This design comes from an exercise in tuning for small area on the open sky130 flow, not from production work.
Only simulation tests tie the RTL to the original design; equivalence was not proved.
Power is estimated from default activity; no workload was simulated.

==> design.v <==
module stepper #(parameter int W = 9) (
    input  logic [W-1:0] v,
    input  logic         en,
    input  logic         dn,
    output logic [W-1:0] q
);
    logic [W:0] c;
    assign c[0] = en;
    for (genvar i = 0; i < W; i++) begin : g_bit
        assign q[i] = v[i] ^ c[i];
        assign c[i+1] = c[i] & (v[i] ^ dn);
    end
endmodule
module cmp #(parameter int W = 9) (
    input  logic [W-1:0] a,
    input  logic [W-1:0] b,
    output logic         lt,
    output logic         gt
);
    logic [W:0] l, g;
    assign l[0] = 1'b0;
    assign g[0] = 1'b0;
    for (genvar i = 0; i < W; i++) begin : g_bit
        assign l[i+1] = (a[i] ^ b[i]) ? b[i] : l[i];
        assign g[i+1] = (a[i] ^ b[i]) ? a[i] : g[i];
    end
    assign lt = l[W];
    assign gt = g[W];
endmodule
module sub #(parameter int W = 10) (
    input  logic [W-1:0] a,
    input  logic [W-1:0] b,
    output logic [W-1:0] d
);
    logic [W:0] c;
    assign c[0] = 1'b1;
    for (genvar i = 0; i < W; i++) begin : g_bit
        assign d[i] = a[i] ^ ~b[i] ^ c[i];
        assign c[i+1] = (a[i] & ~b[i]) | (a[i] & c[i]) | (~b[i] & c[i]);
    end
endmodule
module cmpc #(parameter int W = 10) (
    input  logic [W-1:0] a,
    input  logic [W-1:0] b,
    input  logic         cin,
    output logic         gt
);
    logic [W:0] g;
    assign g[0] = cin;
    for (genvar i = 0; i < W; i++) begin : g_bit
        assign g[i+1] = (a[i] ^ b[i]) ? a[i] : g[i];
    end
    assign gt = g[W];
endmodule
module pacman (
    input  logic       clk,
    input  logic       reset,
    input  logic       frame_en,
    input  logic       home,         
    input  logic [7:0] keycode,
    output logic [9:0] x,
    output logic [9:0] y,
    output logic [2:0] mn            
);
    logic [8:0] X, Y;
    logic [2:0] m, l, ln;
    pac_maze u_maze (.X(X), .Y({1'b0, Y}), .m(m), .l(l), .ph(1'b0), .eat(1'b0), .mn(mn));
    always_comb begin
        ln = l;
        case (keycode)
            8'h1A: ln = 3'b111;
            8'h16: ln = 3'b110;
            8'h04: ln = 3'b101;
            8'h07: ln = 3'b100;
            default: ;
        endcase
    end
    logic [8:0] Xs, Ys;
    stepper #(9) u_sx (.v(X), .en(frame_en & mn[2] & !mn[1]), .dn(mn[0]), .q(Xs));
    stepper #(9) u_sy (.v(Y), .en(frame_en & mn[2] &  mn[1]), .dn(mn[0]), .q(Ys));
    always_ff @(posedge clk) begin
        if (reset || (frame_en && home)) begin
            X <= 9'd321;
            Y <= 9'd307;
            m <= 3'b000;
            l <= 3'b000;
        end else begin
            X <= Xs;
            Y <= Ys;
            if (frame_en) begin
                m <= mn;
                l <= ln;
            end
        end
    end
    assign x = {1'b0, X};
    assign y = {1'b0, Y};
endmodule
module pac_maze(input logic [8:0] X, input logic [9:0] Y, input logic [2:0] m, input logic [2:0] l, input logic ph, input logic eat, output logic [2:0] mn);
    logic yr, xc, rh, ch;
    logic [3:0] k;
    assign yr = (Y[2:0] == 3'd3);
    assign xc = (X[2:0] == 3'd4);
    assign rh = (Y == 10'd131) | (Y == 10'd163) | (Y == 10'd187) | (Y == 10'd211) | (Y == 10'd235) | (Y == 10'd259) | (Y == 10'd283) | (Y == 10'd307) | (Y == 10'd331) | (Y == 10'd355);
    assign ch = (X == 9'd220) | (X == 9'd236) | (X == 9'd260) | (X == 9'd284) | (X == 9'd308) | (X == 9'd332) | (X == 9'd356) | (X == 9'd380) | (X == 9'd404) | (X == 9'd420);
    assign k[0] = (~ch) |
        (~rh) |
        (~X[8] & Y[5]) |
        (X[4] & ~X[5] & ~X[6] & ~Y[3] & ~Y[4]) |
        (X[5] & ~Y[4] & ~Y[5] & ~Y[8]) |
        (X[5] & ~X[6] & ~Y[5] & ~Y[7]) |
        (X[4] & Y[3] & Y[4] & ~Y[8]) |
        (~X[3] & ~X[4] & ~X[7] & Y[5] & ~Y[7]) |
        (X[3] & X[4] & X[8] & Y[6] & ~Y[7]) |
        (~X[3] & X[6] & ~Y[4] & Y[7]) |
        (~X[4] & ~X[8] & Y[4]) |
        (X[3] & ~X[6] & ~Y[3] & ~Y[6]) |
        (~X[6] & ~Y[5] & ~Y[6] & ~Y[8]) |
        (~X[3] & X[6] & Y[4] & Y[6]) |
        (~X[3] & Y[3] & ~Y[4] & Y[5]) |
        (~X[6] & X[7] & Y[4] & ~Y[5]) |
        (X[3] & ~X[4] & ~Y[4] & ~Y[6] & Y[8]);
    assign k[1] = (X[5] & ~X[6] & Y[3] & ~Y[5] & rh & ch) |
        (~X[5] & X[6] & Y[3] & ~Y[7] & rh & ch) |
        (X[3] & X[5] & ~Y[3] & Y[4] & rh & ch) |
        (~X[3] & ~X[5] & ~Y[3] & Y[4] & rh & ch) |
        (~X[5] & ~X[8] & ~Y[4] & Y[7] & rh & ch) |
        (X[4] & X[5] & Y[3] & Y[5] & rh & ch) |
        (~X[4] & ~X[5] & Y[3] & ~Y[8] & rh & ch) |
        (~X[5] & ~X[6] & ~Y[3] & ~Y[5] & Y[8] & rh & ch) |
        (~X[4] & ~X[6] & X[7] & ~Y[3] & Y[7] & rh & ch) |
        (X[2] & X[5] & X[6] & ~Y[4] & ~Y[6] & ~Y[7] & rh) |
        (~X[5] & ~X[6] & Y[6] & Y[7] & rh & ch) |
        (~X[4] & X[5] & Y[6] & ~Y[8] & rh & ch) |
        (~X[5] & X[6] & ~Y[5] & ~Y[6] & Y[7] & rh & ch) |
        (X[5] & ~X[6] & ~Y[5] & ~Y[6] & Y[7] & rh & ch);
    assign k[2] = (~ch) |
        (~rh) |
        (X[7] & ~Y[5] & ~Y[6]) |
        (~X[4] & ~X[8] & Y[5]) |
        (~X[5] & X[6] & ~Y[4] & ~Y[5]) |
        (~X[3] & X[4] & X[7] & Y[5]) |
        (X[5] & ~X[6] & ~Y[5] & ~Y[7]) |
        (~X[5] & X[6] & ~X[7] & Y[3]) |
        (X[3] & ~X[6] & ~Y[3] & Y[6]) |
        (~X[4] & X[5] & ~Y[5] & Y[7]) |
        (~X[3] & ~X[5] & ~Y[3] & ~Y[4] & Y[5]) |
        (X[4] & ~X[6] & ~Y[5] & ~Y[6] & ~Y[8]) |
        (X[5] & X[6] & ~Y[3] & ~Y[4] & Y[6]) |
        (~X[3] & X[4] & Y[3] & Y[7]) |
        (~X[4] & ~X[5] & Y[4] & ~Y[5] & ~Y[7]) |
        (X[4] & X[6] & Y[4] & ~Y[5] & ~Y[7]) |
        (X[3] & X[5] & ~Y[3] & Y[5] & ~Y[8]);
    assign k[3] = (~X[5] & ~X[8] & Y[5] & Y[8] & xc & rh) |
        (X[4] & X[6] & ~X[7] & ~Y[5] & Y[6] & rh & ch) |
        (~X[4] & X[7] & X[8] & ~Y[3] & ~Y[7] & rh & ch) |
        (~X[5] & ~X[6] & ~X[7] & Y[3] & Y[6] & ~Y[7] & xc & rh) |
        (X[3] & X[4] & ~X[5] & Y[3] & ~Y[6] & Y[7] & rh & ch) |
        (~X[4] & X[5] & X[8] & Y[3] & Y[5] & ~Y[6] & rh & ch) |
        (~X[4] & ~X[6] & Y[4] & Y[6] & rh & ch) |
        (~X[4] & ~X[5] & ~X[6] & ~Y[3] & ~Y[5] & Y[8] & rh) |
        (X[4] & X[5] & X[6] & ~Y[4] & ~Y[6] & Y[8] & rh) |
        (~X[3] & X[6] & Y[3] & Y[6] & ~Y[7] & yr & ch);
    assign mn[0] = (~k[0] & ~k[1] & l[0]) |
        (~k[0] & ~k[2] & ~k[3] & l[0]) |
        (~k[1] & ~k[3] & ~m[1] & l[0] & ~l[1]) |
        (k[1] & k[3] & m[0]) |
        (k[0] & m[0] & m[1] & l[0] & ~l[1]) |
        (k[0] & k[1] & ~k[2] & l[0] & l[1]) |
        (~k[1] & k[3] & l[0] & l[1]) |
        (~k[1] & k[2] & m[0] & l[0]) |
        (k[0] & k[1] & k[2] & l[0] & ~l[1]) |
        (~k[0] & k[1] & ~k[2] & m[0] & ~l[1]) |
        (~k[0] & ~k[2] & m[0] & ~m[1] & l[1]) |
        (~k[1] & ~m[0] & m[1] & l[0] & l[1]) |
        (~k[1] & m[0] & ~m[1] & l[0] & l[1]) |
        (k[0] & k[2] & m[0] & ~m[1] & l[1]) |
        (k[0] & ~k[1] & k[2] & m[0] & m[1] & ~l[1]);
    assign mn[1] = (k[1] & ~k[2] & l[1]) |
        (~k[0] & ~k[1] & l[0] & l[1]) |
        (k[0] & ~k[1] & k[2] & m[1]) |
        (~k[0] & k[2] & ~l[0] & l[1]) |
        (k[1] & k[3]) |
        (k[0] & ~k[2] & ~k[3] & ~l[0] & l[1]) |
        (k[3] & l[0] & l[1]) |
        (k[1] & ~l[0] & l[1]) |
        (k[0] & k[1] & ~k[2] & m[1] & l[0]) |
        (~k[0] & k[1] & ~k[2] & m[1] & ~l[0]);
    assign mn[2] = (~k[1] & ~k[3] & ~l[1] & l[2]) |
        (k[1] & ~k[2] & m[1]) |
        (~k[1] & k[2] & m[2]) |
        (~k[0] & ~k[2] & l[0]) |
        (k[1] & ~l[0] & l[1]) |
        (~k[2] & ~k[3] & ~m[1] & m[2] & l[1]) |
        (k[0] & ~k[2] & ~l[0] & ~l[1]) |
        (~k[0] & k[2] & ~l[0]) |
        (k[3] & l[0] & l[1]) |
        (k[0] & k[2] & l[0] & ~l[1]) |
        (k[0] & ~k[2] & ~k[3] & ~l[0]) |
        (k[1] & ~k[2] & l[1]);
endmodule
module clyde (
    input  logic       clk,
    input  logic       reset,
    input  logic       frame_en,
    input  logic       over,         
    input  logic       hit,          
    input  logic       eat_time,
    input  logic       pac_home,     
    input  logic [8:0] pacX,
    input  logic [8:0] pacY,
    output logic [9:0] x,
    output logic [9:0] y
);
    logic [8:0] X;
    logic [9:0] Y;
    logic [2:0] m, l, ln, mn;
    logic [1:0] slow;
    clyde_maze u_maze (.X(X), .Y(Y), .m(m), .l(l), .ph(pac_home), .eat(eat_time), .mn(mn));
    logic [10:0] dy;             
    logic [8:0]  dx;             
    logic sy, sx, zy, zx, vert;
    logic [9:0]  ay;             
    logic [7:0]  ax;             
    sub #(11) u_dy (.a({1'b0, Y}), .b({2'b00, pacY}), .d(dy));
    sub #(9)  u_dx (.a(X), .b(pacX), .d(dx));
    assign sy = dy[10];
    assign sx = dx[8];
    assign zy = (dy == 11'd0);
    assign zx = (dx == 9'd0);
    assign ay = dy[9:0] ^ {10{sy}};
    stepper #(8) u_ax (.v(dx[7:0] ^ {8{sx}}), .en(sx), .dn(1'b0), .q(ax));
    cmpc #(10) u_cv (.a(ay), .b({2'b00, ax}), .cin(sy), .gt(vert));
    always_comb begin
        ln = l;
        if (!zy && !zx) ln = vert ? {2'b11, !sy} : {2'b10, !sx};
    end
    logic step;
    logic [8:0] Xs;
    logic [9:0] Ys;
    assign step = frame_en & (slow != 2'd0) & mn[2];
    stepper #(9) u_sx (.v(X), .en(step & !mn[1]), .dn(mn[0]), .q(Xs));
    stepper #(10) u_sy (.v(Y), .en(step &  mn[1]), .dn(mn[0]), .q(Ys));
    always_ff @(posedge clk) begin
        if (reset || (frame_en && over)) begin
            X <= 9'd336;
            Y <= 10'd235;
            m <= 3'b000;
            l <= 3'b000;
            slow <= 2'd0;
        end else if (frame_en && hit) begin
            X <= 9'd336;
            Y <= 10'd235;
            m <= 3'b000;
            l <= 3'b000;
        end else begin
            X <= Xs;
            Y <= Ys;
            if (frame_en) begin
                if (slow == 2'd0) slow <= 2'd1;
                else begin
                    slow <= (slow == 2'd1) ? 2'd2 : 2'd0;
                    m <= mn;
                    l <= ln;
                end
            end
        end
    end
    assign x = {1'b0, X};
    assign y = Y;
endmodule
module clyde_maze(input logic [8:0] X, input logic [9:0] Y, input logic [2:0] m, input logic [2:0] l, input logic ph, input logic eat, output logic [2:0] mn);
    logic yr, xc, rh, ch;
    logic [3:0] k;
    assign yr = (Y[2:0] == 3'd3);
    assign xc = (X[2:0] == 3'd4);
    assign rh = (Y == 10'd131) | (Y == 10'd163) | (Y == 10'd187) | (Y == 10'd211) | (Y == 10'd235) | (Y == 10'd259) | (Y == 10'd283) | (Y == 10'd307) | (Y == 10'd331) | (Y == 10'd355);
    assign ch = (X == 9'd220) | (X == 9'd236) | (X == 9'd260) | (X == 9'd284) | (X == 9'd308) | (X == 9'd332) | (X == 9'd356) | (X == 9'd380) | (X == 9'd404) | (X == 9'd420);
    assign k[0] = (X[5] & ~X[6] & Y[5] & ~Y[7] & rh & ch) |
        (~X[4] & X[8] & Y[3] & ~Y[6] & Y[7] & rh & ch) |
        (X[4] & ~X[8] & ~Y[5] & rh & ch) |
        (X[4] & ~X[6] & Y[6] & ~Y[8] & rh & ch) |
        (~X[4] & X[6] & Y[3] & Y[6] & ~Y[7] & rh & ch) |
        (X[3] & ~X[4] & ~X[7] & Y[4] & ~Y[6] & rh & ch) |
        (~X[3] & ~X[6] & Y[4] & Y[5] & ~Y[7] & rh & ch) |
        (~X[3] & ~X[5] & Y[3] & Y[6] & ~Y[7] & rh & ch) |
        (~X[0] & ~X[1] & ~X[2] & ~X[3] & ~X[4] & ~X[5] & Y[6] & ~Y[8] & rh) |
        (X[4] & ~Y[4] & Y[6] & ~Y[8] & rh & ch) |
        (X[4] & X[5] & Y[5] & ~Y[6] & Y[8] & rh & ch) |
        (~X[4] & X[5] & ~Y[4] & ~Y[6] & ~Y[7] & rh & ch) |
        (X[3] & ~X[6] & ~Y[3] & ~Y[5] & Y[8] & rh & ch) |
        (~X[5] & X[6] & ~Y[5] & ~Y[6] & Y[7] & rh & ch) |
        (X[3] & ~X[4] & X[8] & Y[6] & ~Y[7] & rh & ch);
    assign k[1] = (~rh) |
        (~Y[6] & ~ch) |
        (~Y[7] & ~ch) |
        (X[1]) |
        (X[0]) |
        (X[2] & ~X[3] & Y[6]) |
        (X[3] & ~ch) |
        (X[5] & Y[4] & ~Y[8]) |
        (~X[6] & ~Y[4] & ~Y[5]) |
        (~X[4] & Y[5] & Y[8]) |
        (X[3] & ~X[5] & ~Y[3] & Y[8]) |
        (~X[4] & ~X[8]) |
        (~X[3] & X[4] & ~X[6] & Y[3]) |
        (X[4] & X[8] & ~Y[4] & ~Y[7]) |
        (X[5] & ~Y[5] & ~Y[8]) |
        (X[5] & ~X[6] & Y[8]) |
        (~X[4] & Y[5] & Y[6]) |
        (X[4] & X[6] & Y[4] & Y[7]) |
        (X[5] & ~xc) |
        (X[4] & Y[3] & ~Y[6] & Y[7]) |
        (~X[5] & ~X[6] & X[7] & ~Y[4]);
    assign k[2] = (~X[5] & ~X[8] & xc & rh) |
        (X[4] & ~X[6] & ~X[7] & Y[3] & rh & ch) |
        (X[5] & ~X[6] & ~Y[4] & Y[7] & rh & ch) |
        (~X[4] & X[6] & X[8] & Y[4] & ~Y[5] & rh & ch) |
        (~X[5] & X[6] & ~Y[6] & Y[7] & rh & ch) |
        (X[5] & Y[3] & ~Y[4] & Y[7] & rh & ch) |
        (X[5] & ~X[6] & Y[3] & ~Y[5] & rh & ch) |
        (X[4] & X[6] & Y[4] & Y[5] & rh & ch) |
        (~X[3] & ~X[5] & ~Y[3] & Y[4] & ~Y[6] & rh & ch) |
        (X[3] & X[8] & ~Y[4] & ~Y[5] & Y[6] & rh & ch) |
        (~X[8] & ~Y[3] & ~Y[6] & Y[8] & rh & ch) |
        (X[3] & ~X[6] & Y[4] & ~Y[5] & rh & ch) |
        (X[3] & ~X[6] & ~Y[5] & ~Y[7] & rh & ch) |
        (~X[6] & Y[3] & Y[5] & Y[6] & rh & ch);
    assign k[3] = (~X[5] & ~X[8] & rh & ch) |
        (X[5] & X[7] & X[8] & xc & rh) |
        (~X[7] & ~Y[5] & Y[6] & ~Y[7] & rh & ch) |
        (~X[3] & X[6] & Y[5] & ~Y[6] & rh & ch) |
        (X[4] & ~X[5] & ~Y[3] & Y[4] & rh & ch) |
        (~X[6] & ~X[7] & Y[3] & Y[5] & ~Y[6] & rh & ch) |
        (~X[4] & X[5] & ~Y[3] & Y[4] & rh & ch) |
        (~X[5] & X[6] & Y[3] & ~Y[6] & rh & ch) |
        (~X[4] & ~X[5] & ~Y[5] & ~Y[6] & ~Y[8] & rh & ch) |
        (X[4] & X[5] & ~Y[4] & ~Y[5] & ~Y[8] & rh & ch) |
        (X[5] & ~X[6] & Y[3] & rh & ch) |
        (X[3] & ~X[6] & Y[5] & ~Y[6] & rh & ch) |
        (~X[3] & X[6] & ~Y[3] & ~Y[6] & Y[8] & rh & ch) |
        (~X[0] & ~X[1] & ~X[2] & ~X[3] & ~X[4] & Y[5] & Y[6] & ~Y[8] & rh);
    assign mn[0] = (k[0] & k[1] & k[3]) |
        (~k[0] & k[2] & l[0] & l[1]) |
        (~k[0] & ~k[1] & ~k[3] & m[2] & l[0]) |
        (~k[2] & k[3] & l[0] & ~l[1]) |
        (k[0] & ~k[1] & ~k[2] & ~k[3] & ~l[0]) |
        (~k[1] & k[2] & ~k[3] & l[0]) |
        (~k[0] & k[1] & ~k[2] & ~k[3] & m[0]) |
        (k[0] & k[1] & l[0] & l[1]) |
        (k[2] & k[3] & ~m[0] & ~m[1] & ~l[1]) |
        (k[1] & m[0] & m[1] & l[0]) |
        (k[0] & ~k[2] & k[3] & l[0]) |
        (k[0] & k[1] & ~k[2] & l[0]) |
        (~k[0] & ~k[1] & k[2] & m[1] & l[0]) |
        (~m[2] & ~ph & ~eat) |
        (k[0] & k[1] & m[0] & l[0]) |
        (~k[0] & m[0] & ~m[1] & l[0] & l[1]) |
        (k[0] & k[1] & ~k[2] & m[1] & l[1]) |
        (k[0] & k[2] & ~m[0] & ~m[1] & ~l[1]) |
        (k[0] & k[1] & ~k[2] & m[0] & l[1]) |
        (k[0] & ~k[2] & k[3] & m[0] & ~l[1]) |
        (k[1] & k[2] & k[3] & m[0] & m[1] & ~l[1]) |
        (~k[1] & k[2] & ~k[3] & m[0] & m[1] & ~l[1]) |
        (~k[1] & k[2] & ~k[3] & m[0] & ~m[1] & l[1]);
    assign mn[1] = (k[0] & k[2] & ~k[3] & l[1]) |
        (~k[1] & k[3] & ~l[0] & l[1]) |
        (k[0] & k[1] & k[3] & m[0]) |
        (~m[0] & m[1] & l[0] & l[1]) |
        (k[1] & k[2] & ~k[3] & l[0]) |
        (~k[0] & k[1] & ~k[2] & ~k[3] & m[1]) |
        (~k[0] & ~k[1] & ~k[2] & ~k[3] & m[2] & l[1]) |
        (~k[0] & ~k[1] & k[2] & l[0] & l[1]) |
        (k[0] & k[1] & l[0] & l[1]) |
        (k[1] & k[2] & ~k[3] & l[1]) |
        (k[0] & ~k[1] & k[2] & ~k[3] & ~l[0]) |
        (k[0] & ~k[1] & ~k[2] & k[3] & ~l[0]) |
        (~k[0] & ~k[2] & k[3] & ~l[0] & l[1]) |
        (k[0] & ~k[2] & k[3] & l[0] & l[1]) |
        (m[1] & ~l[2]) |
        (k[1] & m[0] & m[1] & ~l[0] & l[1]) |
        (k[2] & k[3] & ~m[0] & ~m[1] & ~l[0] & l[1]) |
        (k[1] & k[2] & m[0] & ~m[1] & l[0] & l[1]);
    assign mn[2] = (m[2]) |
        (~ph & ~eat);
endmodule
module stinky (
    input  logic       clk,
    input  logic       reset,
    input  logic       frame_en,
    input  logic       over,         
    input  logic       hit,          
    input  logic       eat_time,
    input  logic       pac_home,     
    input  logic [8:0] pacX,
    input  logic [8:0] pacY,
    output logic [9:0] x,
    output logic [9:0] y
);
    logic [8:0] X;
    logic [8:0] Y;
    logic [2:0] m, l, ln, mn;
    logic [1:0] slow;
    stinky_maze u_maze (.X(X), .Y({1'b0, Y}), .m(m), .l(l), .ph(pac_home), .eat(eat_time), .mn(mn));
    logic ylt, ygt, xlt, xgt;    
    cmp #(9) u_cy (.a(pacY), .b(Y), .lt(ylt), .gt(ygt));
    cmp #(9) u_cx (.a(pacX), .b(X), .lt(xlt), .gt(xgt));
    always_comb begin
        ln = l;
        if (ylt)       ln = {2'b11, !eat_time};
        else if (ygt)  ln = {2'b11, eat_time};
        else if (xgt)  ln = {2'b10, eat_time};
        else if (xlt)  ln = {2'b10, !eat_time};
    end
    logic step;
    logic [8:0] Xs;
    logic [8:0] Ys;
    assign step = frame_en & (slow != 2'd0) & mn[2];
    stepper #(9) u_sx (.v(X), .en(step & !mn[1]), .dn(mn[0]), .q(Xs));
    stepper #(9) u_sy (.v(Y), .en(step &  mn[1]), .dn(mn[0]), .q(Ys));
    always_ff @(posedge clk) begin
        if (reset || (frame_en && over)) begin
            X <= 9'd304;
            Y <= 9'd235;
            m <= 3'b000;
            l <= 3'b000;
            slow <= 2'd0;
        end else if (frame_en && hit) begin
            X <= 9'd304;
            Y <= 9'd235;
            m <= 3'b000;
            l <= 3'b000;
        end else begin
            X <= Xs;
            Y <= Ys;
            if (frame_en) begin
                if (slow == 2'd0) slow <= 2'd1;
                else begin
                    slow <= (slow == 2'd1) ? 2'd2 : 2'd0;
                    m <= mn;
                    l <= ln;
                end
            end
        end
    end
    assign x = {1'b0, X};
    assign y = {1'b0, Y};
endmodule
module stinky_maze(input logic [8:0] X, input logic [9:0] Y, input logic [2:0] m, input logic [2:0] l, input logic ph, input logic eat, output logic [2:0] mn);
    logic yr, xc, rh, ch;
    logic [3:0] k;
    assign yr = (Y[2:0] == 3'd3);
    assign xc = (X[2:0] == 3'd4);
    assign rh = (Y == 10'd131) | (Y == 10'd163) | (Y == 10'd187) | (Y == 10'd211) | (Y == 10'd235) | (Y == 10'd259) | (Y == 10'd283) | (Y == 10'd307) | (Y == 10'd331) | (Y == 10'd355);
    assign ch = (X == 9'd220) | (X == 9'd236) | (X == 9'd260) | (X == 9'd284) | (X == 9'd308) | (X == 9'd332) | (X == 9'd356) | (X == 9'd380) | (X == 9'd404) | (X == 9'd420);
    assign k[0] = (X[6] & Y[5] & ~Y[6] & ~Y[7] & rh & ch) |
        (X[5] & ~X[6] & Y[3] & ~Y[7] & rh & ch) |
        (X[3] & X[4] & X[8] & Y[3] & ~Y[4] & rh & ch) |
        (X[5] & ~X[6] & ~Y[5] & Y[7] & rh & ch) |
        (~X[6] & ~X[7] & Y[4] & ~Y[6] & Y[7] & rh & ch) |
        (~X[5] & X[6] & Y[5] & ~Y[7] & rh & ch) |
        (~X[3] & X[4] & X[5] & Y[5] & Y[8] & rh & ch) |
        (X[3] & X[4] & ~X[5] & Y[4] & Y[5] & rh & ch) |
        (~X[0] & ~X[1] & ~X[2] & ~X[3] & ~X[4] & ~X[5] & Y[6] & ~Y[8] & rh) |
        (X[5] & ~X[8] & Y[3] & Y[6] & rh & ch) |
        (~X[3] & X[6] & ~Y[3] & Y[4] & rh & ch) |
        (~X[3] & X[6] & ~Y[3] & ~Y[5] & Y[8] & rh & ch) |
        (X[5] & X[7] & X[8] & ~Y[3] & Y[7] & rh & ch) |
        (X[4] & ~X[6] & Y[3] & ~Y[4] & ~Y[7] & rh & ch);
    assign k[1] = (~X[4] & ~X[5] & Y[3] & Y[8] & rh & ch) |
        (~X[4] & X[5] & X[8] & Y[4] & Y[5] & rh & ch) |
        (X[4] & ~X[8] & ~Y[5] & rh & ch) |
        (X[4] & ~X[5] & ~X[6] & ~Y[3] & Y[4] & rh & ch) |
        (~X[4] & ~X[5] & ~Y[4] & ~Y[5] & Y[7] & rh & ch) |
        (X[4] & X[6] & ~X[7] & ~Y[4] & ~Y[6] & ~Y[8] & rh & ch) |
        (~X[3] & ~X[4] & ~X[7] & ~Y[3] & Y[5] & ~Y[8] & rh & ch) |
        (~X[0] & ~X[1] & ~X[2] & ~X[3] & ~X[4] & ~X[5] & Y[6] & ~Y[8] & rh) |
        (~X[5] & X[6] & X[8] & Y[3] & rh & ch) |
        (X[4] & X[6] & Y[4] & ~Y[5] & ~Y[6] & rh & ch) |
        (X[5] & X[7] & X[8] & ~Y[3] & Y[6] & rh & ch) |
        (~X[4] & ~X[7] & Y[3] & Y[6] & ~Y[7] & rh & ch) |
        (X[3] & ~X[6] & ~Y[3] & Y[5] & ~Y[6] & rh & ch) |
        (~X[0] & ~X[1] & ~X[3] & X[5] & ~X[6] & ~Y[4] & Y[6] & Y[7] & ~ch);
    assign k[2] = (~xc & ~rh) |
        (~X[4] & X[6] & ~X[7] & ~Y[3] & Y[5] & ~Y[6] & rh & ch) |
        (X[4] & ~X[6] & ~X[7] & ~Y[3] & Y[5] & ~Y[6] & rh & ch) |
        (X[3] & ~X[4] & ~X[5] & ~Y[3] & Y[6] & rh & ch) |
        (X[4] & X[5] & ~X[6] & ~Y[3] & Y[6] & rh & ch) |
        (X[3] & ~X[6] & Y[4] & ~Y[7] & rh & ch) |
        (~X[4] & ~X[8] & Y[3] & Y[6] & rh & ch) |
        (~X[3] & X[4] & ~X[5] & Y[3] & ~Y[4] & rh & ch) |
        (~X[4] & X[5] & ~X[7] & Y[4] & Y[8] & rh & ch) |
        (X[3] & X[5] & X[8] & ~Y[5] & ~Y[6] & ~Y[8] & rh & ch) |
        (~X[4] & ~X[6] & ~X[7] & ~Y[5] & ~Y[6] & ~Y[8] & rh & ch);
    assign k[3] = (xc & ~rh) |
        (~Y[6] & ~ch) |
        (~Y[7] & ~ch) |
        (X[0] & Y[4]) |
        (X[5] & X[6] & ~ch) |
        (~X[5] & ~X[6] & ~ch) |
        (X[1] & Y[4]) |
        (X[7] & Y[4]) |
        (~X[4] & X[5] & ~Y[3] & Y[6]) |
        (X[4] & ~X[5] & ~Y[5] & ~Y[8]) |
        (X[5] & ~X[6] & ~Y[4] & ~Y[5]) |
        (X[3] & ~X[4] & ~Y[5] & ~Y[6]) |
        (~X[5] & ~X[6] & ~Y[3] & Y[6]) |
        (~X[7] & Y[3] & ~Y[4] & Y[8]) |
        (~X[3] & X[4] & Y[3] & Y[4]) |
        (X[4] & X[6] & ~Y[3] & Y[6]) |
        (~X[5] & X[6] & Y[3] & rh) |
        (~X[3] & X[6] & ~Y[5] & Y[7] & xc) |
        (X[3] & ~Y[5] & ~xc) |
        (~X[6] & Y[4] & ~xc) |
        (X[5] & ~X[8] & ~Y[3]) |
        (~X[3] & X[4] & ~X[5] & ~Y[8]) |
        (~X[4] & X[5] & Y[4] & Y[7]) |
        (X[3] & ~X[6] & Y[4] & Y[7]) |
        (~X[4] & ~X[6] & ~Y[4] & ~Y[7]) |
        (X[3] & X[6] & ~Y[3] & ~Y[5] & ~Y[7]);
    assign mn[0] = (~k[1] & k[2] & l[0]) |
        (k[1] & ~k[2] & ~k[3] & m[2] & l[0]) |
        (k[1] & k[3] & ~m[0]) |
        (~k[1] & m[0] & m[1] & l[0]) |
        (k[2] & l[0] & ~l[1]) |
        (k[0] & ~k[1] & ~k[3] & l[0]) |
        (~k[0] & ~k[1] & k[3] & m[0]) |
        (k[0] & m[0] & l[0] & l[1]) |
        (~k[1] & k[2] & m[0] & l[1]) |
        (k[0] & k[3] & l[0] & l[1]) |
        (k[0] & ~k[1] & m[0] & m[1] & ~l[1]) |
        (k[0] & k[3] & ~m[0] & ~m[1] & ~l[1]) |
        (~k[3] & m[0] & ~m[1] & l[0] & l[1]) |
        (~k[1] & k[2] & m[0] & m[1]) |
        (~k[1] & ~m[2] & l[0] & l[1]) |
        (k[0] & k[2] & ~m[0] & m[1] & l[1]) |
        (~k[3] & ~m[0] & m[1] & l[0] & l[1]);
    assign mn[1] = (~k[0] & ~k[1] & k[3] & m[1]) |
        (~k[0] & ~k[2] & ~k[3] & m[0] & l[1]) |
        (k[0] & ~k[1] & ~k[2] & ~k[3] & l[1]) |
        (~k[1] & k[2] & l[0] & l[1]) |
        (k[1] & k[2] & ~l[0] & l[1]) |
        (k[0] & k[1] & k[3]) |
        (~m[0] & m[1] & l[0] & l[1]) |
        (~k[1] & k[2] & m[0] & m[1]) |
        (~k[0] & k[1] & ~k[2] & ~k[3] & m[2] & l[1]) |
        (~k[1] & ~m[2] & l[1]) |
        (~k[0] & ~k[1] & ~k[2] & m[1] & l[0]) |
        (k[3] & m[0] & m[1] & ~l[0] & l[1]) |
        (k[0] & ~k[1] & ~k[2] & ~k[3] & m[1] & ~l[0]) |
        (~k[1] & ~k[2] & ~k[3] & m[1] & l[1]) |
        (k[1] & k[3] & ~m[0] & l[0] & l[1]) |
        (~k[0] & k[1] & m[0] & ~l[0] & l[1]) |
        (k[0] & k[3] & m[0] & ~m[1] & l[0] & l[1]) |
        (k[0] & k[3] & ~m[0] & ~m[1] & ~l[0] & l[1]);
    assign mn[2] = (m[1]) |
        (k[1] & m[2]) |
        (k[3]) |
        (k[2]) |
        (~k[1] & l[1]) |
        (~k[0] & ~k[1] & ~l[0]) |
        (k[0] & l[0]) |
        (k[1] & ~ph & ~eat) |
        (~m[0] & m[2] & l[0]);
endmodule
module tinky (
    input  logic       clk,
    input  logic       reset,
    input  logic       frame_en,
    input  logic       over,         
    input  logic       hit,          
    input  logic       eat_time,
    input  logic       pac_home,     
    input  logic [8:0] pacX,
    input  logic [8:0] pacY,
    output logic [9:0] x,
    output logic [9:0] y
);
    logic [8:0] X;
    logic [9:0] Y;
    logic [2:0] m, l, ln, mn;
    logic [1:0] slow;
    tinky_maze u_maze (.X(X), .Y(Y), .m(m), .l(l), .ph(pac_home), .eat(eat_time), .mn(mn));
    logic ylt, ygt, xlt, xgt;    
    cmp #(10) u_cy (.a({1'b0, pacY}), .b(Y), .lt(ylt), .gt(ygt));
    cmp #(9) u_cx (.a(pacX), .b(X), .lt(xlt), .gt(xgt));
    always_comb begin
        ln = l;
        if (xgt)       ln = {2'b10, eat_time};
        else if (xlt)  ln = {2'b10, !eat_time};
        else if (ylt)  ln = {2'b11, !eat_time};
        else if (ygt)  ln = 3'b110;
    end
    logic step;
    logic [8:0] Xs;
    logic [9:0] Ys;
    assign step = frame_en & (slow != 2'd0) & mn[2];
    stepper #(9) u_sx (.v(X), .en(step & !mn[1]), .dn(mn[0]), .q(Xs));
    stepper #(10) u_sy (.v(Y), .en(step &  mn[1]), .dn(mn[0]), .q(Ys));
    always_ff @(posedge clk) begin
        if (reset || (frame_en && over)) begin
            X <= 9'd320;
            Y <= 10'd235;
            m <= 3'b000;
            l <= 3'b000;
            slow <= 2'd0;
        end else if (frame_en && hit) begin
            X <= 9'd320;
            Y <= 10'd235;
            m <= 3'b000;
            l <= 3'b000;
        end else begin
            X <= Xs;
            Y <= Ys;
            if (frame_en) begin
                if (slow == 2'd0) slow <= 2'd1;
                else begin
                    slow <= (slow == 2'd1) ? 2'd2 : 2'd0;
                    m <= mn;
                    l <= ln;
                end
            end
        end
    end
    assign x = {1'b0, X};
    assign y = Y;
endmodule
module tinky_maze(input logic [8:0] X, input logic [9:0] Y, input logic [2:0] m, input logic [2:0] l, input logic ph, input logic eat, output logic [2:0] mn);
    logic yr, xc, rh, ch;
    logic [3:0] k;
    assign yr = (Y[2:0] == 3'd3);
    assign xc = (X[2:0] == 3'd4);
    assign rh = (Y == 10'd131) | (Y == 10'd163) | (Y == 10'd187) | (Y == 10'd211) | (Y == 10'd235) | (Y == 10'd259) | (Y == 10'd283) | (Y == 10'd307) | (Y == 10'd331) | (Y == 10'd355);
    assign ch = (X == 9'd220) | (X == 9'd236) | (X == 9'd260) | (X == 9'd284) | (X == 9'd308) | (X == 9'd332) | (X == 9'd356) | (X == 9'd380) | (X == 9'd404) | (X == 9'd420);
    assign k[0] = (~X[4] & X[8] & Y[3] & Y[7] & rh & ch) |
        (~X[5] & X[6] & Y[3] & ~Y[5] & rh & ch) |
        (~X[4] & X[5] & ~X[6] & Y[5] & rh & ch) |
        (X[5] & X[6] & X[8] & Y[4] & Y[5] & rh & ch) |
        (X[4] & ~X[5] & ~X[6] & ~Y[3] & Y[4] & rh & ch) |
        (X[3] & X[4] & ~X[5] & ~Y[4] & Y[5] & ~Y[8] & rh & ch) |
        (~X[4] & ~X[7] & Y[3] & ~Y[4] & rh & ch) |
        (~X[4] & ~X[5] & ~Y[4] & ~Y[5] & Y[7] & rh & ch) |
        (X[4] & X[6] & ~Y[5] & ~Y[6] & Y[7] & rh & ch) |
        (~X[0] & ~X[1] & ~X[2] & ~X[3] & ~X[4] & ~X[5] & Y[6] & ~Y[8] & rh) |
        (Y[3] & ~Y[4] & ~Y[8] & rh & ch) |
        (~X[3] & X[6] & Y[5] & ~Y[6] & rh & ch) |
        (~X[4] & X[5] & ~Y[3] & ~Y[5] & ~Y[7] & rh & ch);
    assign k[1] = (Y[3] & Y[5] & Y[6] & rh & ch) |
        (X[4] & X[6] & X[8] & Y[4] & ~Y[6] & rh & ch) |
        (~X[3] & ~X[5] & ~X[7] & Y[5] & ~Y[6] & rh & ch) |
        (X[4] & X[6] & ~Y[3] & Y[5] & ~Y[8] & rh & ch) |
        (~X[5] & X[6] & Y[5] & Y[6] & ~Y[8] & rh) |
        (~X[4] & ~X[6] & ~X[7] & Y[4] & Y[8] & rh & ch) |
        (~X[4] & ~X[6] & ~Y[4] & Y[5] & ~Y[6] & rh & ch) |
        (~X[3] & X[6] & ~Y[3] & ~Y[5] & ~Y[7] & rh & ch) |
        (X[3] & ~X[6] & ~Y[3] & ~Y[5] & Y[8] & rh & ch);
    assign k[2] = (Y[2] & Y[7] & ~Y[8] & ~Y[9]) |
        (~Y[6] & ~Y[7] & Y[8] & ~Y[9] & ~rh) |
        (~Y[5] & ~Y[7] & Y[8] & ~Y[9] & ~rh) |
        (Y[6] & Y[7] & ~Y[8] & ~Y[9] & ~rh) |
        (Y[4] & Y[7] & ~Y[8] & ~Y[9] & ~rh) |
        (X[3] & X[4] & Y[5] & Y[7] & ch) |
        (Y[3] & Y[7] & ~Y[8] & ~Y[9] & ~rh) |
        (X[4] & X[5] & Y[3] & ch) |
        (~X[4] & ~X[6] & ~Y[4] & ~Y[8] & ch) |
        (Y[5] & Y[7] & ~Y[8] & ~Y[9] & ~rh) |
        (~Y[2] & ~Y[3] & ~Y[4] & ~Y[7] & Y[8] & ~Y[9] & ~yr) |
        (X[4] & ~X[8] & Y[5] & ch) |
        (X[5] & ~X[6] & Y[3] & ~Y[5] & ch) |
        (~X[3] & X[6] & Y[6] & ~Y[8] & ch) |
        (X[4] & X[5] & ~Y[4] & ~Y[5] & Y[7] & ch) |
        (~X[4] & X[5] & X[6] & Y[4] & Y[5] & ~Y[7] & ch) |
        (X[3] & ~X[6] & Y[3] & ~Y[4] & ch) |
        (X[3] & ~X[6] & Y[4] & Y[5] & ch) |
        (~X[3] & ~X[4] & ~Y[4] & Y[5] & Y[7] & ch) |
        (~X[4] & ~X[6] & Y[4] & ~Y[5] & ~Y[6] & ch) |
        (~X[0] & ~X[1] & ~X[3] & ~X[4] & ~X[5] & Y[4] & Y[6] & ~xc & rh);
    assign k[3] = (~X[3] & X[5] & Y[4] & ~Y[5] & rh & ch) |
        (~X[5] & ~X[8] & Y[5] & rh & ch) |
        (X[4] & X[5] & Y[4] & Y[5] & rh & ch) |
        (X[4] & X[8] & Y[3] & ~Y[4] & Y[6] & Y[8] & yr & ch) |
        (X[3] & ~X[4] & X[8] & ~Y[3] & Y[5] & rh & ch) |
        (~X[4] & Y[5] & Y[6] & Y[7] & rh & ch) |
        (X[3] & ~X[6] & Y[3] & Y[4] & rh & ch) |
        (X[2] & X[5] & ~X[6] & X[7] & ~Y[5] & rh) |
        (~X[3] & X[4] & X[5] & Y[7] & rh & ch) |
        (~X[3] & ~X[4] & ~X[5] & Y[4] & Y[5] & rh & ch) |
        (~X[8] & ~Y[3] & Y[4] & rh & ch) |
        (X[5] & ~X[8] & Y[3] & Y[6] & yr & ch) |
        (X[3] & ~X[6] & ~Y[5] & ~Y[7] & rh & ch) |
        (~X[3] & X[4] & X[5] & Y[6] & rh & ch) |
        (~X[5] & X[6] & ~Y[3] & Y[6] & rh & ch) |
        (~X[3] & X[6] & ~Y[5] & ~Y[6] & Y[8] & rh & ch) |
        (~X[0] & ~X[1] & ~X[2] & ~X[3] & ~X[4] & ~X[5] & Y[4] & Y[6] & rh);
    assign mn[0] = (k[1] & k[2] & ~k[3] & l[0]) |
        (~k[1] & k[3] & l[0] & ~l[1]) |
        (~k[2] & k[3] & l[0] & l[1]) |
        (k[0] & ~k[1] & ~k[2] & ~m[0]) |
        (~k[0] & ~k[2] & ~k[3] & m[0]) |
        (~k[1] & k[3] & m[0] & ~m[1] & l[1]) |
        (k[1] & k[3] & m[0] & m[1] & l[0]) |
        (k[0] & k[2] & ~k[3] & l[0] & ~l[1]) |
        (k[1] & ~k[2] & ~k[3] & ~ph & ~eat) |
        (~k[2] & k[3] & ~m[1] & l[0]) |
        (k[1] & k[2] & l[0] & l[1]) |
        (k[0] & ~k[1] & k[3] & m[0] & l[1]) |
        (k[1] & ~k[2] & ~k[3] & m[0] & ph) |
        (~k[0] & k[2] & k[3] & ~m[0] & m[1] & l[1]) |
        (k[0] & ~k[2] & k[3] & l[0]) |
        (~k[0] & k[2] & ~k[3] & l[0] & l[1]) |
        (k[1] & k[3] & ~m[0] & ~m[1] & ~l[1]) |
        (~k[0] & ~k[1] & ~k[3] & m[0] & ~l[1]) |
        (k[2] & m[0] & ~m[1] & l[0] & l[1]) |
        (k[0] & ~k[2] & k[3] & m[0] & ~l[1]) |
        (k[0] & k[1] & k[2] & ~k[3] & m[0] & ~l[1]);
    assign mn[1] = (k[1] & k[2] & l[1]) |
        (~k[0] & ~k[1] & ~k[3] & m[1]) |
        (k[1] & k[3] & l[1]) |
        (~k[0] & k[2] & l[1]) |
        (k[0] & ~k[1] & ~k[2] & l[1]) |
        (k[2] & k[3] & m[1] & l[1]) |
        (~k[0] & k[3] & l[0] & l[1]) |
        (k[2] & ~k[3] & ~l[0] & l[1]) |
        (k[1] & ~k[2] & ~k[3] & m[1] & ph) |
        (k[1] & ~k[2] & ~k[3] & ~ph & ~eat) |
        (k[0] & ~k[2] & k[3] & ~l[0]) |
        (~k[0] & k[1] & ~k[2] & l[0]) |
        (k[1] & k[2] & k[3] & l[0]) |
        (k[0] & k[1] & k[2] & ~k[3] & ~l[0]) |
        (k[0] & ~k[1] & ~k[2] & m[0] & l[0]) |
        (k[0] & ~k[1] & ~k[2] & ~m[0] & ~l[0]) |
        (~k[0] & ~k[1] & m[0] & m[1] & ~l[0]) |
        (~k[0] & ~k[1] & k[2] & ~m[0] & m[1] & l[0]) |
        (~k[0] & k[2] & k[3] & ~m[0] & ~m[1] & ~l[0]) |
        (~k[0] & ~k[1] & k[2] & m[0] & ~m[1] & l[0]);
    assign mn[2] = (~m[1] & m[2]) |
        (k[2] & ~l[1]) |
        (k[1] & k[3]) |
        (~k[0] & ~k[3]) |
        (k[3] & l[0]) |
        (k[2] & ~l[0]) |
        (k[0] & ~k[1] & ~k[2]) |
        (k[1] & m[2] & ph) |
        (k[1] & ~ph & ~eat) |
        (k[3] & ~l[1]) |
        (k[1] & k[2]);
endmodule
module collision (
    input  logic [8:0] pac_x,
    input  logic [8:0] pac_y,
    input  logic [8:0] clyde_x,
    input  logic [9:0] clyde_y,
    input  logic [8:0] stinky_x,
    input  logic [8:0] stinky_y,
    input  logic [8:0] tinky_x,
    input  logic [9:0] tinky_y,
    input  logic       eat_time,
    output logic [3:0] collide
);
    logic hc, hs, ht;
    assign hc = (pac_x[8:3] == clyde_x[8:3])  && ({1'b0, pac_y[8:3]} == clyde_y[9:3]);
    assign hs = (pac_x[8:3] == stinky_x[8:3]) && (pac_y[8:3] == stinky_y[8:3]);
    assign ht = (pac_x[8:3] == tinky_x[8:3])  && ({1'b0, pac_y[8:3]} == tinky_y[9:3]);
    always_comb begin
        if (eat_time) collide = hc ? 4'b1000 : hs ? 4'b0100 : ht ? 4'b0010 : 4'b0000;
        else          collide = {3'b000, hc | hs | ht};
    end
endmodule
module lives (
    input  logic       clk,
    input  logic       reset,
    input  logic       en,
    input  logic       touch,        
    output logic [3:0] livesout,
    output logic       lost
);
    logic [1:0] n;
    logic stop;
    always_ff @(posedge clk) begin
        if (reset) begin
            n <= 2'd3;
            lost <= 1'b0;
            stop <= 1'b0;
        end else if (en) begin
            if (n == 2'd0) lost <= 1'b1;
            else if (touch && !stop) begin
                n <= n - 2'd1;
                stop <= 1'b1;
            end else stop <= 1'b0;
        end
    end
    assign livesout = {2'b00, n};
endmodule
module scorereg (
    input  logic        clk,
    input  logic        reset,
    input  logic        scoreUpdate,
    output logic [11:0] scoreout,
    output logic [3:0]  cien,
    output logic [3:0]  diez,
    output logic [3:0]  uno,
    output logic        won
);
    logic [11:0] nxt;
    logic wrap, c1, c2;
    assign {wrap, nxt} = {1'b0, scoreout} + {12'd0, scoreUpdate};
    assign c1 = scoreUpdate & uno[3] & uno[0];
    assign c2 = c1 & diez[3] & diez[0];
    always_ff @(posedge clk) begin
        if (reset || wrap) begin
            uno <= 4'd0; diez <= 4'd0; cien <= 4'd0;
        end else begin
            uno <= c1 ? 4'd0 : uno + {3'd0, scoreUpdate};
            diez <= c2 ? 4'd0 : diez + {3'd0, c1};
            cien <= cien + {3'd0, c2};
        end
        if (reset) begin
            scoreout <= 12'd0;
            won <= 1'b0;
        end else begin
            scoreout <= nxt;
            if (scoreUpdate && scoreout[11:1] == 11'h0ef) won <= 1'b1;
        end
    end
endmodule
module eat_counter (
    input  logic clk,
    input  logic reset,
    input  logic en,
    output logic eat_time,
    output logic white
);
    localparam logic [1:0] IDLE = 2'd0, RUNNING = 2'd1, DONE = 2'd2;
    logic [1:0]  state;
    logic [10:0] counter;
    logic run;
    assign run = (state == RUNNING);
    always_ff @(posedge clk) begin
        if (reset) counter <= 11'd0;
        else counter <= en ? 11'd0 : counter + {10'd0, run};
    end
    always_ff @(posedge clk) begin
        if (reset) begin
            state <= IDLE;
            eat_time <= 1'b0;
            white <= 1'b0;
        end else begin
            case (state)
                IDLE: if (en) state <= RUNNING;
                RUNNING: begin
                    eat_time <= 1'b1;
                    white <= (counter >= 11'd1300 && counter <= 11'd1400) ||
                             (counter >= 11'd1500 && counter <= 11'd1600) ||
                             (counter >= 11'd1700 && counter <= 11'd1800) ||
                             (counter >= 11'd1900 && counter <= 11'd2000);
                    if (!en && counter == 11'd2000) state <= DONE;
                end
                default: if (!en) begin
                    state <= IDLE;
                    eat_time <= 1'b0;
                    white <= 1'b0;
                end
            endcase
        end
    end
endmodule
module pacman_fsm (
    input  logic       clk,
    input  logic       reset,
    input  logic [2:0] mn,           
    input  logic       won,
    output logic       tick,
    output logic [3:0] pac_code
);
    localparam logic [3:0] CIRCLE = 4'd0, UP_CLOSE = 4'd1, UP_OPEN = 4'd2,
        RIGHT_CLOSE = 4'd3, RIGHT_OPEN = 4'd4, DOWN_CLOSE = 4'd5, DOWN_OPEN = 4'd6,
        LEFT_CLOSE = 4'd7, LEFT_OPEN = 4'd8;
    logic [4:0] counter;
    logic [3:0] state, nxt;
    logic opened;
    assign tick = (counter == 5'd20);
    assign opened = (state == UP_OPEN) || (state == DOWN_OPEN) ||
                    (state == LEFT_OPEN) || (state == RIGHT_OPEN);
    always_comb begin
        if (won || !mn[2]) nxt = CIRCLE;
        else if (!mn[1] && mn[0])
            nxt = (opened || state == UP_CLOSE) ? LEFT_CLOSE : LEFT_OPEN;
        else if (!mn[1]) nxt = opened ? RIGHT_CLOSE : RIGHT_OPEN;
        else if (mn[0])  nxt = opened ? UP_CLOSE : UP_OPEN;
        else             nxt = opened ? DOWN_CLOSE : DOWN_OPEN;
    end
    always_ff @(posedge clk) begin
        if (reset) begin
            counter <= 5'd0;
            state <= CIRCLE;
            pac_code <= 4'd0;
        end else begin
            counter <= tick ? 5'd0 : counter + 5'd1;
            if (tick) state <= nxt;
            pac_code <= state;
        end
    end
endmodule
module ghost_fsm (
    input  logic       clk,
    input  logic       reset,
    input  logic       tick,
    output logic [1:0] ghost_code
);
    logic second, g0;
    always_ff @(posedge clk) begin
        if (reset) begin
            second <= 1'b0;
            g0 <= 1'b0;
        end else begin
            if (tick) second <= !second;
            g0 <= second;
        end
    end
    assign ghost_code = {1'b0, g0};
endmodule
module pacman_game (
    input  logic        clk,
    input  logic        reset,
    input  logic        frame_tick,
    input  logic [7:0]  keycode,
    input  logic        pellet,
    input  logic        power_pellet,
    output logic [9:0]  pac_x,
    output logic [9:0]  pac_y,
    output logic [9:0]  clyde_x,
    output logic [9:0]  clyde_y,
    output logic [9:0]  stinky_x,
    output logic [9:0]  stinky_y,
    output logic [9:0]  tinky_x,
    output logic [9:0]  tinky_y,
    output logic [3:0]  collide,
    output logic [3:0]  lives,
    output logic        lost,
    output logic        won,
    output logic [11:0] score,
    output logic [3:0]  score_hundreds,
    output logic [3:0]  score_tens,
    output logic [3:0]  score_ones,
    output logic        eat_time,
    output logic        white,
    output logic [3:0]  pac_code,
    output logic [1:0]  ghost_code
);
    logic [2:0] pac_mn;
    logic over, touch, tick, pac_home;
    assign pac_home = (pac_x == 10'd321) && (pac_y == 10'd307);
    assign over  = won | lost;
    assign touch = (collide == 4'b0001);
    pacman u_pacman (
        .clk(clk), .reset(reset), .frame_en(frame_tick), .home(over | touch),
        .keycode(keycode), .x(pac_x), .y(pac_y), .mn(pac_mn)
    );
    clyde u_clyde (
        .clk(clk), .reset(reset), .frame_en(frame_tick), .over(over),
        .hit(touch | collide[3]), .eat_time(eat_time), .pac_home(pac_home),
        .pacX(pac_x[8:0]), .pacY(pac_y[8:0]), .x(clyde_x), .y(clyde_y)
    );
    stinky u_stinky (
        .clk(clk), .reset(reset), .frame_en(frame_tick), .over(over),
        .hit(touch | collide[2]), .eat_time(eat_time), .pac_home(pac_home),
        .pacX(pac_x[8:0]), .pacY(pac_y[8:0]), .x(stinky_x), .y(stinky_y)
    );
    tinky u_tinky (
        .clk(clk), .reset(reset), .frame_en(frame_tick), .over(over),
        .hit(touch | collide[1]), .eat_time(eat_time), .pac_home(pac_home),
        .pacX(pac_x[8:0]), .pacY(pac_y[8:0]), .x(tinky_x), .y(tinky_y)
    );
    collision u_collision (
        .pac_x(pac_x[8:0]), .pac_y(pac_y[8:0]),
        .clyde_x(clyde_x[8:0]), .clyde_y(clyde_y),
        .stinky_x(stinky_x[8:0]), .stinky_y(stinky_y[8:0]),
        .tinky_x(tinky_x[8:0]), .tinky_y(tinky_y),
        .eat_time(eat_time), .collide(collide)
    );
    lives u_lives (
        .clk(clk), .reset(reset), .en(frame_tick), .touch(touch),
        .livesout(lives), .lost(lost)
    );
    scorereg u_score (
        .clk(clk), .reset(reset), .scoreUpdate(pellet), .scoreout(score),
        .cien(score_hundreds), .diez(score_tens), .uno(score_ones), .won(won)
    );
    eat_counter u_eat (
        .clk(clk), .reset(reset), .en(power_pellet),
        .eat_time(eat_time), .white(white)
    );
    pacman_fsm u_pac_anim (
        .clk(clk), .reset(reset), .mn(pac_mn), .won(won),
        .tick(tick), .pac_code(pac_code)
    );
    ghost_fsm u_ghost_anim (
        .clk(clk), .reset(reset), .tick(tick), .ghost_code(ghost_code)
    );
endmodule
==> flow/run.sh <==
#!/bin/bash
# Standard ORFS layout, with three changes:
#  1. after the standard synthesis, its combinational cells are re-mapped for area by
#     abc (flip-flops untouched: same instances, names and cell types);
#  2. ports are buffered with the smallest buffer (every port still gets one);
#  3. buffers left by synthesis are removed at floorplan (REMOVE_ABC_BUFFERS).
set -euo pipefail
F=$(cd "$(dirname "$0")" && pwd)
R=$PWD/orfs/results/$FLOW_PLATFORM/pacman_game/base
L=$PWD/orfs/logs/$FLOW_PLATFORM/pacman_game/base
LIB=$(ls $FLOW_HOME/platforms/$FLOW_PLATFORM/lib/sky130_fd_sc_hd__tt_025C_1v80.lib)
bash standard.sh synth > std_synth.log 2>&1
cp $R/1_2_yosys.v std_1_2_yosys.v
grep -o -- "-dont_use [A-Za-z0-9_]*" $L/1_2_yosys.log | sort -u > dont_use_args.txt
bash $F/resynth.ys.sh std_1_2_yosys.v resynth.v $F/abc_area.script dont_use_args.txt $LIB > resynth.log 2>&1
cp resynth.v $R/1_2_yosys.v
touch $R/1_2_yosys.v
bash standard.sh REMOVE_ABC_BUFFERS=1 "BUFFER_PORTS_ARGS=-buffer_cell sky130_fd_sc_hd__buf_1" finish > std_layout.log 2>&1
==> flow/abc_area.script <==
strash
&get -n
&deepsyn -T 300
&put
dch -f
amap
topo
==> flow/resynth.ys.sh <==
#!/bin/bash
# Re-maps the combinational cells of the standard synthesis netlist for area with abc.
# The flip-flop instances (names, cell types, connections) are left exactly as they are;
# the steps after abc are those of ORFS's synth.tcl (splitnets, tie cells, pass-through buffers).
# usage: resynth.ys.sh IN.v OUT.v ABCSCRIPT DONTUSE_ARGS_FILE LIB
IN=$1; OUT=$2; S=$3; DU=$4; LIB=$5
seq=$(grep -oE "sky130_fd_sc_hd__(df|edf|sdf|dl|sedf)[a-z0-9_]*" "$IN" | sort -u | tr '\n' ' ')
du=$(tr '\n' ' ' < "$DU")
yosys -p "read_liberty -ignore_miss_func $LIB; read_verilog $IN; blackbox $seq; hierarchy -top $FLOW_TOP; flatten; rename -hide w:_*_.*; opt_clean -purge; delete $seq; read_liberty -lib $LIB; hierarchy -top $FLOW_TOP; abc -script $S -liberty $LIB $du; setundef -zero; splitnets; opt_clean -purge; hilomap -singleton -hicell sky130_fd_sc_hd__conb_1 HI -locell sky130_fd_sc_hd__conb_1 LO; insbuf -buf sky130_fd_sc_hd__buf_4 A X; hierarchy -top $FLOW_TOP; check -assert -mapped; stat -liberty $LIB; write_verilog -noattr -nohex -nodec $OUT"
==> standard.sh <==
#!/bin/bash
# synth_recipe.tcl (not shown) runs the flow's synth.tcl, then flattens the netlist and writes it again
# the make line also repeats each setting of config.mk as NAME=value (left out here)
make -C /OpenROAD-flow-scripts/flow DESIGN_CONFIG=/design/flow/config.mk WORK_HOME=/design/flow/orfs CLKGATE_MAP_FILE= SYNTH_SCRIPT=/design/flow/synth_recipe.tcl "${@:-finish}"
==> config.mk <==
export PLATFORM = sky130hd
export DESIGN_NAME = pacman_game
export DESIGN_NICKNAME = pacman_game
export VERILOG_FILES = /design/flow/design.v
export SDC_FILE = /design/flow/constraint.sdc
export NUM_CORES = 4
export LEC_CHECK = 0
export CAP_MARGIN = 20
export CORE_MARGIN = 2
export CORE_UTILIZATION = 50
export GPL_TIMING_DRIVEN = 0
export SLEW_MARGIN = 20
==> constraint.sdc <==
create_clock -name core_clock -period 25.0 [get_ports {clk}]
set_input_delay 5.0000 -clock core_clock [delete_from_list [all_inputs] [get_ports {clk}]]
set_output_delay 5.0000 -clock core_clock [all_outputs]
set_load 0.01 [all_outputs]
==> flow_metrics.py, run 1 <==
metrics = {
    "sta": {
        "hold_slack_ns": 0.446,
        "hold_viol": 0,
        "slew_headroom": 0.363,
        "min_period_over_period": 0.373,
        "max_freq_mhz": 107,
        "clock-skew-final_ns": 0.0155,
        "final.min_clock_period_ns": 9.34,
        "setup_tns_ns": 0,
        "tightest_slew_ns": 0.953,
        "maxSlewViolCount": 0,
        "finalSetupViolations": 0,
        "rsz0062_at_grt": "false",
    },
    "floorplanning": {
        "pin_count": 135,
        "initial_core_util": 0.514,
        "die_y_um": 157,
        "die-area_mm2": 0.0246,
        "die-width_um": 157,
        "rows": 55,
        "fp.coreArea_mm2": 0.0228,
    },
    "global_routing": {
        "grt_pass1_wl_um": 63900,
        "grt_overflow": 0,
        "grtUsageTotal": 0.320,
        "use_met3": 0.0575,
        "gr-usage-met2": 0.514,
        "grt_antenna_before_repair": 0,
        "first_global_vias": 12300,
        "grt_max_degree": 26,
        "grt-busiest-layer": "met2",
        "globalRouteMet1Util": 0.441,
    },
    "setup_path": {
        "crit_path_start_kind": "register",
        "cp_common_cell": "nor2_1",
        "cp-startpoint": "u_pacman.X[5]$_SDFF_PP0_",
        "critical_path.max_fanout": 11,
        "crit_path_cell_trace": "clkinv_1 > nor2_1 > nor3_1 > a221oi_1 > nor2_1 > a221oi_1 > o21ai_0 > nor4_1 > clkinv_1 > and3_1 > nor2_1 > buf_1",
        "required_ns": 20.00,
        "r2r_slack_ns": 17.33,
        "worst-path-buf-inv": 3,
        "cp.arrival_ns": 4.34,
        "crit_type": "register to primary output",
        "critPathMaxStageDelay_ns": 0.71,
        "r2r_start": "u_clyde.X[4]$_SDFF_PP1_",
        "endpoint_kind": "primary output",
        "crit_family": "simple AND/OR/NAND/NOR gates",
        "critPathSlowestCell": "nor4_1",
    },
    "cells_and_area": {
        "layout-drive-gt1-share": 0.0207,
        "final_util": 0.559,
        "area_growth_pct": 8.83,
        "antennaDiodeCount": 0,
        "final_nets": 1882,
        "fill_cells": 2286,
    },
    "placement": {
        "place_hpwl_um": 29300,
        "port_buffers": 125,
        "place_congestion": 0.939,
    },
    "run": {
        "maxCapViolCount": 0,
    },
    "routing": {
        "drt-initial-drc-count": 1543,
        "vias": 13700,
        "ant_nets": 0,
        "firstDrtPassIters": 6,
        "avgViaCountPerCell": 6.25,
        "drc_errors": 0,
        "drt-wirelength-per-cell_um": 18.2,
        "wl_um": 39900,
    },
    "cts": {
        "numClockSinks": 161,
        "cts.repair.resized": 0,
        "clockRootBuffer": "clkbuf_16",
        "ctsHoldBuffers": 0,
        "cts_max_path_buffers": 2,
        "post_cts_buffers": 0,
        "ctsHtreeMaxLevel": 4,
        "cts_tree": "built",
        "clkLatencyLatePin_ns": 0.44,
        "cts_inserted_buffers": 17,
        "path_clk_slew_ns": 0.08,
    },
    "synth": {
        "syn_avg_cell_area_um2": 6.55,
        "yosys_warnings": 10,
        "syn_area_mm2": 0.0117,
        "netlist_instances": 1787,
    },
    "hold_path": {
        "min_from": "u_ghost_anim.second$_SDFFE_PP0P_",
        "min_path_type": "register to register",
    },
    "outcome": {
        "run_status": "complete, no violations",
    },
    "power_and_ir_drop": {
        "leakagePower_uw": 0.00415,
        "vdd_drop_max_mv": 0.0504,
        "power.density_mw_per_mm2": 84.7,
    },
}
[routing by layer]
metal  vias up  part of all wire  wire, um
li1       6656                 -         -
met5         -                 0         0
met1      6300              0.44     17500
met2       696              0.45     17800
met4         0             0.017       695
met3        73             0.096      3850
[flip-flops by register name, summed over array words and instances (netlist names), 10 cells and up]
signal / cells
u_clyde.Y: 10
u_eat.counter: 11
u_score.scoreout: 12
u_tinky.Y: 10
[area by class of cell]
class / count / area (um^2) / area share
Inverter: 253 / 950 / 0.0746
Sequential cell: 161 / 3220 / 0.253
Clock buffer: 17 / 425 / 0.0334
Tap cell: 313 / 392 / 0.0308
Clock inverter: 15 / 219 / 0.0172
Multi-Input combinational cell: 1310 / 7040 / 0.553
Timing Repair Buffer: 126 / 482 / 0.0378
[per-stage QoR]
| stage | setup WS [ns] | power [uW] | std cells | cell area (um^2) |
|---|---|---|---|---|
| global placement | 14.49 | 789 | 2162 | 12100 |
| floorplan | 17.54 | 663 | 1724 | 11200 |
| detailed placement | 15.70 | 789 | 2163 | 12100 |
| global route | 15.28 | 1150 | 2195 | 12700 |
| CTS | 15.85 | 1070 | 2195 | 12700 |
| finish | 15.66 | 1080 | 2195 | 12700 |
[tightest hold or removal path, stage by stage, from the launching register on]
cell	delay, ns
dfxtp_1	0.31
clkinv_1	0.05
nor2_1	0.04
[final timing paths]
path	depth (start not counted)	end
setup / recovery	12	collide[0]
hold / removal	2	u_ghost_anim.g0$_SDFF_PP0_
setup reg to reg	28	u_clyde.Y[9]$_SDFF_PP0_
hold reg to reg	2	u_ghost_anim.g0$_SDFF_PP0_
[cells in the final DEF, fill, tap and decap left out, types with 33 or more instances in the layout]
master and count:
dfxtp_1 161, o21ai_0 147, o221ai_1 51, nor3_1 89, nand2_1 131, o22ai_1 63
nor2_1 362, clkinv_1 253, a211oi_1 46, buf_1 124, a21oi_1 105, nand3_1 33
[report_power, final]
group / internal [uW] / switching, uW / total [uW]
Combinational: 154 / 310 / 464
Clock: 140 / 140 / 280
Sequential: 282 / 51.3 / 333
==> run 2: changes to the inputs <==
--- a/config.mk
+++ b/config.mk
@@ -8,5 +8,8 @@
 export CAP_MARGIN = 20
 export CORE_MARGIN = 2
 export CORE_UTILIZATION = 50
+export CTS_BUF_LIST = sky130_fd_sc_hd__clkbuf_8
+export CTS_CLUSTER_DIAMETER = 50
+export CTS_CLUSTER_SIZE = 10
 export GPL_TIMING_DRIVEN = 0
 export SLEW_MARGIN = 20
==> run 2 against run 1 <==
Still clean on timing, DRC and antenna; setup slack gained 0.066 ns; combinational power barely moved; synthesized cell count is the same; cell count stayed put; sequential share of layout area is 0.39 points higher; global-route usage is 0.053 points lower; non-clock buffer count did not move; area after synthesis did not move; core utilization decreased by 0.84 points; worst hold slack improved by 0.0061 ns; routed wire length down 0.34%; power shrank 6.0%; largest power group unchanged.
==> flow_metrics.py, run 2 <==
metrics = {
    "sta": {
        "clock-skew-final_ns": 0.0259,
        "setup_tns_ns": 0,
        "rsz0062_at_grt": "false",
        "max_freq_mhz": 108,
        "slew_headroom": 0.333,
        "hold_viol": 0,
        "tightest_slew_ns": 0.998,
        "min_period_over_period": 0.371,
        "hold_slack_ns": 0.452,
        "final.min_clock_period_ns": 9.27,
        "finalSetupViolations": 0,
        "fin_ws_ns": 15.73,
        "maxSlewViolCount": 0,
    },
    "cells_and_area": {
        "fin_cells": 2195,
        "final-seq-area_mm2": 0.00322,
        "regMostFlops": "u_score.scoreout",
        "layout_commonest_cell": "nor2_1",
        "layout-drive-gt1-share": 0.0207,
        "final_nets": 1882,
        "largest_reg_flops": 12,
        "reg_top3": "u_score.scoreout: 12 flops, u_eat.counter: 11 flops",
        "antennaDiodeCount": 0,
        "fill_cells": 2305,
        "multiInputGateArea_mm2": 0.00704,
        "final_cell_mix": "nor2_1 (362), clkinv_1 (253), dfxtp_1 (161)",
        "area_growth_pct": 7.20,
    },
    "routing": {
        "firstDrtPassIters": 6,
        "ant_nets": 0,
        "avgViaCountPerCell": 6.29,
        "vias": 13800,
        "wl_um": 39700,
        "drc_errors": 0,
        "drt-wirelength-per-cell_um": 18.1,
        "drt-initial-drc-count": 1543,
    },
    "outcome": {
        "run_status": "complete, no violations",
    },
    "power_and_ir_drop": {
        "pwr-share-comb": 0.459,
        "seqPwrFrac": 0.329,
        "power.density_mw_per_mm2": 80.8,
        "internal-power_uw": 517,
        "clkPwrFrac": 0.212,
        "vdd_drop_max_mv": 0.0544,
        "switching_share": 0.490,
        "leakagePower_uw": 0.00406,
        "switchingPower_uw": 496,
    },
    "setup_path": {
        "required_ns": 20.00,
        "endpoint_kind": "primary output",
        "critPathMaxStageDelay_ns": 0.65,
        "crit_path_cell_trace": "clkinv_1 > nor2_1 > nor3_1 > a221oi_1 > nor2_1 > a221oi_1 > o21ai_0 > nor4_1 > clkinv_1 > and3_1 > nor2_1 > buf_1",
        "crit_type": "register to primary output",
        "crit_path_start_kind": "register",
        "critPathSlowestCell": "dfxtp_1",
        "critical_path.max_fanout": 11,
        "crit_family": "simple AND/OR/NAND/NOR gates",
        "cp.arrival_ns": 4.27,
        "r2r_slack_ns": 17.26,
        "cp_common_cell": "nor2_1",
        "worst-path-buf-inv": 3,
    },
    "floorplanning": {
        "fp.coreArea_mm2": 0.0228,
        "rows": 55,
        "die-width_um": 157,
        "die-area_mm2": 0.0246,
        "pin_count": 135,
        "initial_core_util": 0.514,
        "die_y_um": 157,
    },
    "cts": {
        "ctsHtreeMaxLevel": 4,
        "cts_max_path_buffers": 2,
        "numClockSinks": 161,
        "ctsHoldBuffers": 0,
        "clkLatencyLatePin_ns": 0.50,
        "post_cts_buffers": 0,
        "clockRootBuffer": "clkbuf_8",
        "path_clk_slew_ns": 0.11,
        "cts.repair.resized": 0,
        "cts_tree": "built",
        "cts_inserted_buffers": 17,
    },
    "placement": {
        "dp_slack_ns": 15.70,
        "place_hpwl_um": 29300,
        "port_buffers": 125,
        "place_congestion": 0.939,
        "numPlacedInstances": 2163,
    },
    "global_routing": {
        "grt_antenna_before_repair": 0,
        "grtUsageTotal": 0.320,
        "grt_pass1_wl_um": 63700,
        "grt_max_degree": 26,
        "first_global_vias": 12300,
        "grt_overflow": 0,
    },
    "synth": {
        "netlist_instances": 1787,
        "yosys_warnings": 10,
        "syn_avg_cell_area_um2": 6.55,
        "syn_area_mm2": 0.0117,
    },
    "hold_path": {
        "min_path_type": "register to register",
    },
    "run": {
        "maxCapViolCount": 0,
    },
}
-- run 2: cell types whose count changed in the layout (fill, tap and decap cells not counted) --
cell,before,now
clkbuf_16,17,0
clkbuf_8,0,17
-- run 2: worst min-delay path: stages (launching register included) --
cell	delay, ns
dfxtp_1	0.33
clkinv_1	0.05
nor2_1	0.04
-- run 2: layout make-up --
type                       instances  share of cell area
inverter                         253              0.0757
clock buffer                      17              0.0187
multi-input combinational       1310               0.562
timing repair buffer             126              0.0384
clock inverter                    15              0.0175
sequential                       161               0.257
tap                              313              0.0312
-- run 2: power groups by stage --
stage	Sequential (uW)	Combinational [uW]	Clock (uW)
2_1_floorplan	326	337	0
3_3_place_gp	337	451	0
3_5_place_dp	337	452	0
4_1_cts	331	454	217
5_1_grt	337	519	229
6_report	333	466	215
-- run 2: worst paths after layout --
check,from,to,cells past startpoint
min,u_ghost_anim.second$_SDFFE_PP0P_,u_ghost_anim.g0$_SDFF_PP0_,2
max reg2reg,u_clyde.X[4]$_SDFF_PP1_,u_clyde.Y[9]$_SDFF_PP0_,28
min reg2reg,u_ghost_anim.second$_SDFFE_PP0P_,u_ghost_anim.g0$_SDFF_PP0_,2
max,u_pacman.X[5]$_SDFF_PP0_,collide[0],12
-- run 2: stage by stage --
| step | total power, uW | utilization | cell area (um^2) |
|---|---|---|---|
| after floorplan | 663 | - | 11200 |
| after CTS | 1000 | 0.551 | 12500 |
| after global routing | 1090 | 0.551 | 12500 |
| after global placement | 789 | 0.529 | 12100 |
| final | 1010 | 0.551 | 12500 |
| after detailed placement | 789 | 0.531 | 12100 |
-- run 2: routing by layer --
layer,global-route usage,part of all wire,wire length (um),vias to the layer above
li1,-,-,-,6673
met1,0.438,0.44,17600,6321
met2,0.508,0.44,17500,715
met3,0.0597,0.093,3680,87
met4,0.102,0.022,884,0
met5,0,0,0,-

==> afterwards: timing with drivers on the ports <==
No port has a modelled driver above. Below, the same layouts with a new extraction and two added sets of constraints. Step 1: set_driving_cell puts a clkbuf_16 on clk and a buf_2 on each other input, an assumption about the parent block. Step 2 moves the port delays by t, midway between the first and last clock arrival at a register: inputs arrive t later, outputs are due t later. That takes back most of the time a late clock gives input paths. Slacks: ideal / step 1 / step 2; pairs: ideal / step 1.
run | t, ns | slack for setup (ns) | worst setup path after step 2 | worst register clock-pin slew, ns | cell pins on the clock port's net
run 1 | 0.488 | 15.663 / 15.612 / 15.831 | input to register | 0.09 / 0.09 | 1
run 2 | 0.534 | 15.729 / 15.683 / 15.891 | input to register | 0.13 / 0.13 | 1
After both steps every run listed still meets setup and hold.
